Source: an optimization exercise on an open RTL-to-GDS flow (aim: small area). Production flows keep margins and buffers that such runs may drop.
RTL that was checked went through simulation tests only; none was proved equivalent to the original.
Power figures rest on the tool's default switching activity, not on a simulated workload.

## run 1
## Top_Module
module Top_Module (
    input wire clk,
    input wire rst,
    input wire key_clk,
    input wire key_data,
    input wire flag_player,
    output wire [11:0]disp_rgb,
    output wire hsync,
    output wire vsync
);
Settings: LEC_CHECK=0, ABC_AREA=1, CAP_MARGIN=20, CORE_MARGIN=2, CORE_UTILIZATION=40, CTS_BUF_LIST=sky130_fd_sc_hd__clkbuf_4, SLEW_MARGIN=20; clock period 25.0 ns.
standard.sh (not shown) runs the stock make flow with config.mk's settings and CLKGATE_MAP_FILE= SYNTH_SCRIPT=/design/flow/synth_recipe.tcl, a recipe that flattens the netlist after the stock synthesis.
==> flow/flow/run.sh <==
#!/bin/bash
# Layout flow: the standard synthesis, its combinational logic re-mapped for
# area by ABC (flip-flops untouched), then the standard layout steps.
set -euo pipefail
W=$(pwd)
R=$W/orfs/results/$FLOW_PLATFORM/Top_Module/base
LIB=$FLOW_HOME/platforms/$FLOW_PLATFORM/lib/sky130_fd_sc_hd__tt_025C_1v80.lib

bash standard.sh synth > $W/std_synth.log 2>&1
cp $R/1_2_yosys.v $W/std_1_2_yosys.v
sed -e "s#@IN@#$W/std_1_2_yosys.v#" -e "s#@OUT@#$W/reopt_1_2_yosys.v#" \
    -e "s#@LIB@#$LIB#g" -e "s#@TOP@#$FLOW_TOP#" $W/flow/reopt.ys > $W/reopt_run.ys
yosys -s $W/reopt_run.ys > $W/reopt.log 2>&1
cp $W/reopt_1_2_yosys.v $R/1_2_yosys.v
touch $R/1_2_yosys.v
bash standard.sh finish > $W/std_layout.log 2>&1
==> flow/flow/reopt.ys <==
# Re-map the combinational logic of the standard synthesis for area.
# The flip-flops of the standard synthesis are kept as they are (same
# instances, names and cell types); only the gates between them change.
read_liberty -ignore_miss_func @LIB@
blackbox sky130_fd_sc_hd__df* sky130_fd_sc_hd__edf* sky130_fd_sc_hd__sdf* sky130_fd_sc_hd__dl* sky130_fd_sc_hd__sedf* sky130_fd_sc_hd__lpflow_inputisolatch_1
read_verilog @IN@
hierarchy -top @TOP@
flatten
delete t:$scopeinfo
opt_clean
opt -full
abc -liberty @LIB@ -dont_use *lpflow* -dont_use *probe* -script "+strash;&get -n;&deepsyn -T 120;&put;dch;map -a;topo"
opt_clean -purge
setundef -zero
hilomap -singleton -hicell sky130_fd_sc_hd__conb_1 HI -locell sky130_fd_sc_hd__conb_1 LO
splitnets
opt_clean -purge
stat -liberty @LIB@
write_verilog -noattr -nohex -nodec @OUT@
## Diff of input files: run 2 against run 1
==> flow/run.sh (new file) <==
#!/bin/bash
# synth_recipe.tcl (not shown) runs the flow's synth.tcl, then flattens the netlist and writes it again
# the make line also repeats each setting of config.mk as NAME=value (left out here)
make -C /OpenROAD-flow-scripts/flow DESIGN_CONFIG=/design/flow/config.mk WORK_HOME=/design/flow/orfs CLKGATE_MAP_FILE= SYNTH_SCRIPT=/design/flow/synth_recipe.tcl finish
removed: flow/flow/run.sh
removed: flow/flow/reopt.ys
removed: flow/standard.sh
--- outcome ---
Run 2: done, clean on timing, DRC and antenna. Changes observed in run 2 relative to run 1: critical path depth down 2; overall die height went up; routed length on met1 shows an increase of 2700 um. Layout net count is lower on run 1. Taking run 1 as the reference, in run 2 power decreased by 1.9% relative to the old numbers; count of placed standard cells in the final layout, fillers left out increased by 337 relative to the old numbers. Run 2 vs run 1, worst setup slack went down by 0.46 ns. The lower clock distribution area overhead in the final layout came out of run 2. Against run 1, largest vdd supply drop in run 2 rose by more than a quarter. Between run 2 and run 1, it is run 2 whose area added between synthesis and finish is lower, by 4.4 points. Run 2 ended with more depth of the worst register-to-register path than run 1.
No run of this note included a check of the RTL's function; only the layout flow was run.

* * *

Top_Module, a different RTL version from the one above (not shown whole).
Size: ~760 cells after synthesis, roughly 19 I/O pins, ~8600 um2 of cells after synthesis.
Design Top_Module, start of the top module:
module Top_Module (
    input wire clk,
    input wire rst,
    input wire key_clk,
    input wire key_data,
    input wire flag_player,
    output wire [11:0]disp_rgb,
    output wire hsync,
    output wire vsync
);
==> flow/config.mk <==
export PLATFORM = sky130hd
export DESIGN_NAME = Top_Module
export DESIGN_NICKNAME = Top_Module
export VERILOG_FILES = /design/flow/design.v
export SDC_FILE = /design/flow/constraint.sdc
export NUM_CORES = 8
export LEC_CHECK = 0
export ABC_AREA = 1
export CAP_MARGIN = 20
export CORE_MARGIN = 2
export CORE_UTILIZATION = 70
export CTS_BUF_LIST = sky130_fd_sc_hd__clkbuf_4
export PLACE_DENSITY = 0.85
export SLEW_MARGIN = 20
==> flow/constraint.sdc <==
create_clock -name core_clock -period 25.0 [get_ports {clk}]
set_input_delay 5.0000 -clock core_clock [delete_from_list [all_inputs] [get_ports {clk}]]
set_output_delay 5.0000 -clock core_clock [all_outputs]
set_load 0.01 [all_outputs]
==> flow/flow/run.sh <==
#!/bin/bash
# Layout flow: the standard synthesis, its combinational logic re-mapped for
# area by ABC (flip-flops untouched; many random seeds, in rounds that start
# from the smallest result so far), then the standard layout steps with a
# smaller clock tree.
set -euo pipefail
W=$(pwd)
R=$W/orfs/results/$FLOW_PLATFORM/Top_Module/base
LIB=$FLOW_HOME/platforms/$FLOW_PLATFORM/lib/sky130_fd_sc_hd__tt_025C_1v80.lib

bash standard.sh synth > $W/std_synth.log 2>&1
cp $R/1_2_yosys.v $W/std_1_2_yosys.v

# one batch of eight ABC runs (seeds $2..) on netlist $1; keeps the smallest
# result so far in best.v / best_area
best_area=""
batch() {
  local seeds="$2" seed a
  for seed in $seeds; do
    sed -e "s#@IN@#$1#" -e "s#@OUT@#$W/reopt_$seed.v#" \
        -e "s#@LIB@#$LIB#g" -e "s#@TOP@#$FLOW_TOP#" -e "s#@SEED@#$seed#" \
        $W/flow/reopt.ys > $W/reopt_$seed.ys
    yosys -s $W/reopt_$seed.ys > $W/reopt_$seed.log 2>&1 &
  done
  wait
  for seed in $seeds; do
    a=$( (grep "Chip area" $W/reopt_$seed.log || true) | tail -1 | awk '{print $NF}')
    echo "seed $seed on $(basename $1): ${a:-failed}" >> $W/reopt_choice.log
    if [ -n "$a" ] && { [ -z "$best_area" ] || awk "BEGIN{exit !($a < $best_area)}"; }; then
      cp $W/reopt_$seed.v $W/best.v
      best_area=$a
    fi
  done
}
# 24 seeds on the standard synthesis, then six rounds of eight more
# seeds, each on the smallest netlist so far
batch $W/std_1_2_yosys.v "1 3 5 7 9 11 13 15"
batch $W/std_1_2_yosys.v "2 4 6 8 10 12 14 16"
batch $W/std_1_2_yosys.v "17 18 19 20 91 92 93 94"
for round in 2 3 4 5 6 7; do
  cp $W/best.v $W/round_$round.v
  batch $W/round_$round.v "$((round * 10 + 1)) $((round * 10 + 2)) $((round * 10 + 3)) $((round * 10 + 4)) $((round * 10 + 5)) $((round * 10 + 6)) $((round * 10 + 7)) $((round * 10 + 8))"
done
echo "kept area $best_area" >> $W/reopt_choice.log
cp $W/best.v $R/1_2_yosys.v
touch $R/1_2_yosys.v

export BUFFER_PORTS_ARGS="-buffer_cell sky130_fd_sc_hd__buf_1"
bash standard.sh place > $W/std_place.log 2>&1
n=0
for cfg in "4 12 60" "8 22 70" "8 21 60" "4 11 60" "8 20 60" "8 20 55" "8 19 60" "8 19 55" "4 12 50" "8 18 60" "4 11 50" "4 10 60" "8 16 50" "4 10 50" "4 10 40" "4 8 30" "4 6 20"; do
  set -- $cfg
  n=$((n + 1))
  export CTS_ARGS="-sink_clustering_enable -repair_clock_nets -buf_list sky130_fd_sc_hd__clkbuf_4 -sink_clustering_buffer sky130_fd_sc_hd__clkbuf_$1 -sink_clustering_size $2 -sink_clustering_max_diameter $3 -dont_use_dummy_load"
  rm -f $R/4_* $R/5_* $R/6_* $W/out/final.def
  if ! bash standard.sh finish > $W/std_layout_$n.log 2>&1; then
    echo "try $n: leaf clkbuf_$1, cluster $2, diameter $3: layout failed" >> $W/cts_tries.log
    continue
  fi
  LIBF=$LIB RDIR=$R openroad -no_init -exit $W/flow/clkslew.tcl > $W/clkslew_$n.log 2>&1 || true
  slew=$( (grep CLKSLEW $W/clkslew_$n.log || true) | awk '{print $2}')
  echo "try $n: leaf clkbuf_$1, cluster $2, diameter $3: clock-pin slew $slew ps" >> $W/cts_tries.log
  if [ -n "$slew" ] && awk "BEGIN{exit !($slew <= 121)}"; then break; fi
done
==> flow/flow/reopt.ys <==
# Re-map the combinational logic of the standard synthesis for area.
# The flip-flops of the standard synthesis are kept as they are (same
# instances, names and cell types); only the gates between them change.
read_liberty -ignore_miss_func @LIB@
blackbox sky130_fd_sc_hd__df* sky130_fd_sc_hd__edf* sky130_fd_sc_hd__sdf* sky130_fd_sc_hd__dl* sky130_fd_sc_hd__sedf* sky130_fd_sc_hd__lpflow_inputisolatch_1
read_verilog @IN@
hierarchy -top @TOP@
flatten
delete t:$scopeinfo
opt_clean
opt -full
abc -liberty @LIB@ -dont_use *lpflow* -dont_use *probe* -script "+strash;&get -n;&deepsyn -J 250 -T 240 -S @SEED@;&put;dch -f;amap -F 4 -A 8;topo"
opt_clean -purge
setundef -zero
hilomap -singleton -hicell sky130_fd_sc_hd__conb_1 HI -locell sky130_fd_sc_hd__conb_1 LO
splitnets
opt_clean -purge
stat -liberty @LIB@
write_verilog -noattr -nohex -nodec @OUT@
Other scripts of this flow, unchanged in this note and not shown: flow/flow/clkslew.tcl
Next try:
--- a/flow/flow/run.sh
+++ b/flow/flow/run.sh
@@ -34,3 +34,3 @@
 }
-# 24 seeds on the standard synthesis, then six rounds of eight more
+# sixteen seeds on the standard synthesis, then four rounds of eight more
 # seeds, each on the smallest netlist so far
@@ -38,4 +38,3 @@
 batch $W/std_1_2_yosys.v "2 4 6 8 10 12 14 16"
-batch $W/std_1_2_yosys.v "17 18 19 20 91 92 93 94"
-for round in 2 3 4 5 6 7; do
+for round in 2 3 4 5; do
   cp $W/best.v $W/round_$round.v
@@ -50,9 +49,9 @@
 n=0
-for cfg in "4 12 60" "8 22 70" "8 21 60" "4 11 60" "8 20 60" "8 20 55" "8 19 60" "8 19 55" "4 12 50" "8 18 60" "4 11 50" "4 10 60" "8 16 50" "4 10 50" "4 10 40" "4 8 30" "4 6 20"; do
+for cfg in "12 60" "11 60" "12 50" "11 50" "10 60" "10 50" "10 40" "8 30" "6 20"; do
   set -- $cfg
   n=$((n + 1))
-  export CTS_ARGS="-sink_clustering_enable -repair_clock_nets -buf_list sky130_fd_sc_hd__clkbuf_4 -sink_clustering_buffer sky130_fd_sc_hd__clkbuf_$1 -sink_clustering_size $2 -sink_clustering_max_diameter $3 -dont_use_dummy_load"
+  export CTS_ARGS="-sink_clustering_enable -repair_clock_nets -buf_list sky130_fd_sc_hd__clkbuf_4 -sink_clustering_size $1 -sink_clustering_max_diameter $2 -dont_use_dummy_load"
   rm -f $R/4_* $R/5_* $R/6_* $W/out/final.def
   if ! bash standard.sh finish > $W/std_layout_$n.log 2>&1; then
-    echo "try $n: leaf clkbuf_$1, cluster $2, diameter $3: layout failed" >> $W/cts_tries.log
+    echo "try $n: cluster $1, diameter $2: layout failed" >> $W/cts_tries.log
     continue
@@ -61,3 +60,3 @@
   slew=$( (grep CLKSLEW $W/clkslew_$n.log || true) | awk '{print $2}')
-  echo "try $n: leaf clkbuf_$1, cluster $2, diameter $3: clock-pin slew $slew ps" >> $W/cts_tries.log
+  echo "try $n: cluster $1, diameter $2: clock-pin slew $slew ps" >> $W/cts_tries.log
   if [ -n "$slew" ] && awk "BEGIN{exit !($slew <= 121)}"; then break; fi
--- a/flow/flow/reopt.ys
+++ b/flow/flow/reopt.ys
@@ -11,3 +11,3 @@
 opt -full
-abc -liberty @LIB@ -dont_use *lpflow* -dont_use *probe* -script "+strash;&get -n;&deepsyn -J 250 -T 240 -S @SEED@;&put;dch -f;amap -F 4 -A 8;topo"
+abc -liberty @LIB@ -dont_use *lpflow* -dont_use *probe* -script "+strash;&get -n;&deepsyn -J 250 -T 240 -S @SEED@;&put;dch -f;amap;topo"
 opt_clean -purge
- CORE_UTILIZATION: 70 -> 40
- PLACE_DENSITY: 0.85 -> default
Effect: The new run went through all stages and came out clean; wire length went down by 15%; flip-flop and latch count does not change; first-iteration DRC count went down by 12%; synthesized cell count went up by 3.7%; clock skew went down by 0.032 ns; sequential share of layout area went down by 1.7 points; count of clock-buffer cells in the layout went up by 16.
Next try:
--- a/flow/flow/run.sh
+++ b/flow/flow/run.sh
@@ -49,3 +49,3 @@
 n=0
-for cfg in "12 60" "11 60" "12 50" "11 50" "10 60" "10 50" "10 40" "8 30" "6 20"; do
+for cfg in "12 60" "11 60" "11 50" "10 50" "10 40" "8 30" "6 20"; do
   set -- $cfg
@@ -61,3 +61,3 @@
   echo "try $n: cluster $1, diameter $2: clock-pin slew $slew ps" >> $W/cts_tries.log
-  if [ -n "$slew" ] && awk "BEGIN{exit !($slew <= 121)}"; then break; fi
+  if [ -n "$slew" ] && awk "BEGIN{exit !($slew <= 118)}"; then break; fi
 done
Effect:
- worst setup slack gets worse by 0.046 ns
- clock skew decreases by 0.0031 ns
- clock-buffer cell count increases by 2
- core utilization hardly moves
- synthesized cell count stays the same
- design area is about the same
- power increases by 0.80%
- flip-flop and latch count stays the same
Next try:
--- a/flow/flow/run.sh
+++ b/flow/flow/run.sh
@@ -34,3 +34,3 @@
 }
-# sixteen seeds on the standard synthesis, then four rounds of eight more
+# 24 seeds on the standard synthesis, then six rounds of eight more
 # seeds, each on the smallest netlist so far
@@ -38,3 +38,4 @@
 batch $W/std_1_2_yosys.v "2 4 6 8 10 12 14 16"
-for round in 2 3 4 5; do
+batch $W/std_1_2_yosys.v "17 18 19 20 91 92 93 94"
+for round in 2 3 4 5 6 7; do
   cp $W/best.v $W/round_$round.v
@@ -49,3 +50,3 @@
 n=0
-for cfg in "12 60" "11 60" "11 50" "10 50" "10 40" "8 30" "6 20"; do
+for cfg in "12 60" "11 60" "12 50" "11 50" "10 60" "10 50" "10 40" "8 30" "6 20"; do
   set -- $cfg
@@ -61,3 +62,3 @@
   echo "try $n: cluster $1, diameter $2: clock-pin slew $slew ps" >> $W/cts_tries.log
-  if [ -n "$slew" ] && awk "BEGIN{exit !($slew <= 118)}"; then break; fi
+  if [ -n "$slew" ] && awk "BEGIN{exit !($slew <= 121)}"; then break; fi
 done
- CORE_UTILIZATION: 40 -> 70
- PLACE_DENSITY: default -> 0.85
Effect: The new run passed the timing, design-rule and antenna checks. Cell area went down slightly. Total power went down slightly. Clock power went down by a few percent. Wire length went up by about a fifth. Sequential power stays flat. Hold slack gains 0.015 ns.
Next try:
--- a/flow/flow/run.sh
+++ b/flow/flow/run.sh
@@ -50,9 +50,9 @@
 n=0
-for cfg in "12 60" "11 60" "12 50" "11 50" "10 60" "10 50" "10 40" "8 30" "6 20"; do
+for cfg in "4 12 60" "8 22 70" "4 11 60" "8 20 60" "4 12 50" "8 18 60" "4 11 50" "4 10 60" "8 16 50" "4 10 50" "4 10 40" "4 8 30" "4 6 20"; do
   set -- $cfg
   n=$((n + 1))
-  export CTS_ARGS="-sink_clustering_enable -repair_clock_nets -buf_list sky130_fd_sc_hd__clkbuf_4 -sink_clustering_size $1 -sink_clustering_max_diameter $2 -dont_use_dummy_load"
+  export CTS_ARGS="-sink_clustering_enable -repair_clock_nets -buf_list sky130_fd_sc_hd__clkbuf_4 -sink_clustering_buffer sky130_fd_sc_hd__clkbuf_$1 -sink_clustering_size $2 -sink_clustering_max_diameter $3 -dont_use_dummy_load"
   rm -f $R/4_* $R/5_* $R/6_* $W/out/final.def
   if ! bash standard.sh finish > $W/std_layout_$n.log 2>&1; then
-    echo "try $n: cluster $1, diameter $2: layout failed" >> $W/cts_tries.log
+    echo "try $n: leaf clkbuf_$1, cluster $2, diameter $3: layout failed" >> $W/cts_tries.log
     continue
@@ -61,3 +61,3 @@
   slew=$( (grep CLKSLEW $W/clkslew_$n.log || true) | awk '{print $2}')
-  echo "try $n: cluster $1, diameter $2: clock-pin slew $slew ps" >> $W/cts_tries.log
+  echo "try $n: leaf clkbuf_$1, cluster $2, diameter $3: clock-pin slew $slew ps" >> $W/cts_tries.log
   if [ -n "$slew" ] && awk "BEGIN{exit !($slew <= 121)}"; then break; fi
Maximum frequency barely changes; worst setup slack loses 0.015 ns; routed wire length went down by a few percent; clock-buffer cell count went down by 16; global-route usage falls by 1.5 points; via count fell by a few percent; hold slack hardly moves.
Next try:
--- a/flow/flow/reopt.ys
+++ b/flow/flow/reopt.ys
@@ -11,3 +11,3 @@
 opt -full
-abc -liberty @LIB@ -dont_use *lpflow* -dont_use *probe* -script "+strash;&get -n;&deepsyn -J 250 -T 240 -S @SEED@;&put;dch -f;amap;topo"
+abc -liberty @LIB@ -dont_use *lpflow* -dont_use *probe* -script "+strash;&get -n;&deepsyn -J 250 -T 240 -S @SEED@;&put;dch -f;amap -F 4 -A 8;topo"
 opt_clean -purge
Effect: Routed wire length climbs by 5.9%. Worst hold slack stays flat. Non-clock buffer count does not change. Register-to-register slack is worse by 0.55 ns. Power climbs by 2.0%. Clock power went up by about 5%. Count of clock-buffer cells in the layout increases by 2. Sequential cell count is unchanged. Via count stays flat. Synthesized cell count shrinks by 3.6%. Worst setup slack gets worse by 0.25 ns.

==> re-timing with driven ports <==
The results above use ideal ports. As a check the final layouts listed here were re-extracted and re-timed, cells and wires unchanged. Step 1, drivers: a clkbuf_16 drives clk and a buf_2 each remaining input, both assumed. Step 2, shift: input delay + t, output delay - t, t = (earliest + latest rising clock arrival at the registers) / 2. This alone moves slack from input paths to output paths. Three values: ideal ports, drivers, drivers and shift; two values: the first two.
run	shift t [ns]	setup slack, ns	hold WS [ns]	worst register clock-pin slew, ns	cell pins on the clock port's net
run 1	0.697	16.719 / 16.678 / 17.375	0.309 / 0.309 / 0.309	0.07 / 0.07	1
run 2	0.699	16.262 / 16.217 / 16.916	0.310 / 0.310 / 0.310	0.08 / 0.08	1
the first run of note 2	0.620	16.671 / 16.638 / 17.258	0.276 / 0.276 / 0.276	0.11 / 0.11	1
the second run of note 2	0.629	16.923 / 16.886 / 17.515	0.266 / 0.266 / 0.266	0.12 / 0.12	1
the third run of note 2	0.629	16.876 / 16.840 / 17.469	0.277 / 0.277 / 0.277	0.11 / 0.11	1
the fourth run of note 2	0.627	16.884 / 16.847 / 17.474	0.293 / 0.293 / 0.293	0.11 / 0.11	1
the fifth run of note 2	0.647	16.870 / 16.833 / 17.480	0.290 / 0.290 / 0.290	0.12 / 0.12	1
the sixth run of note 2	0.639	16.620 / 16.584 / 17.223	0.293 / 0.293 / 0.293	0.11 / 0.11	1
After both steps setup and hold are still met in every run listed.
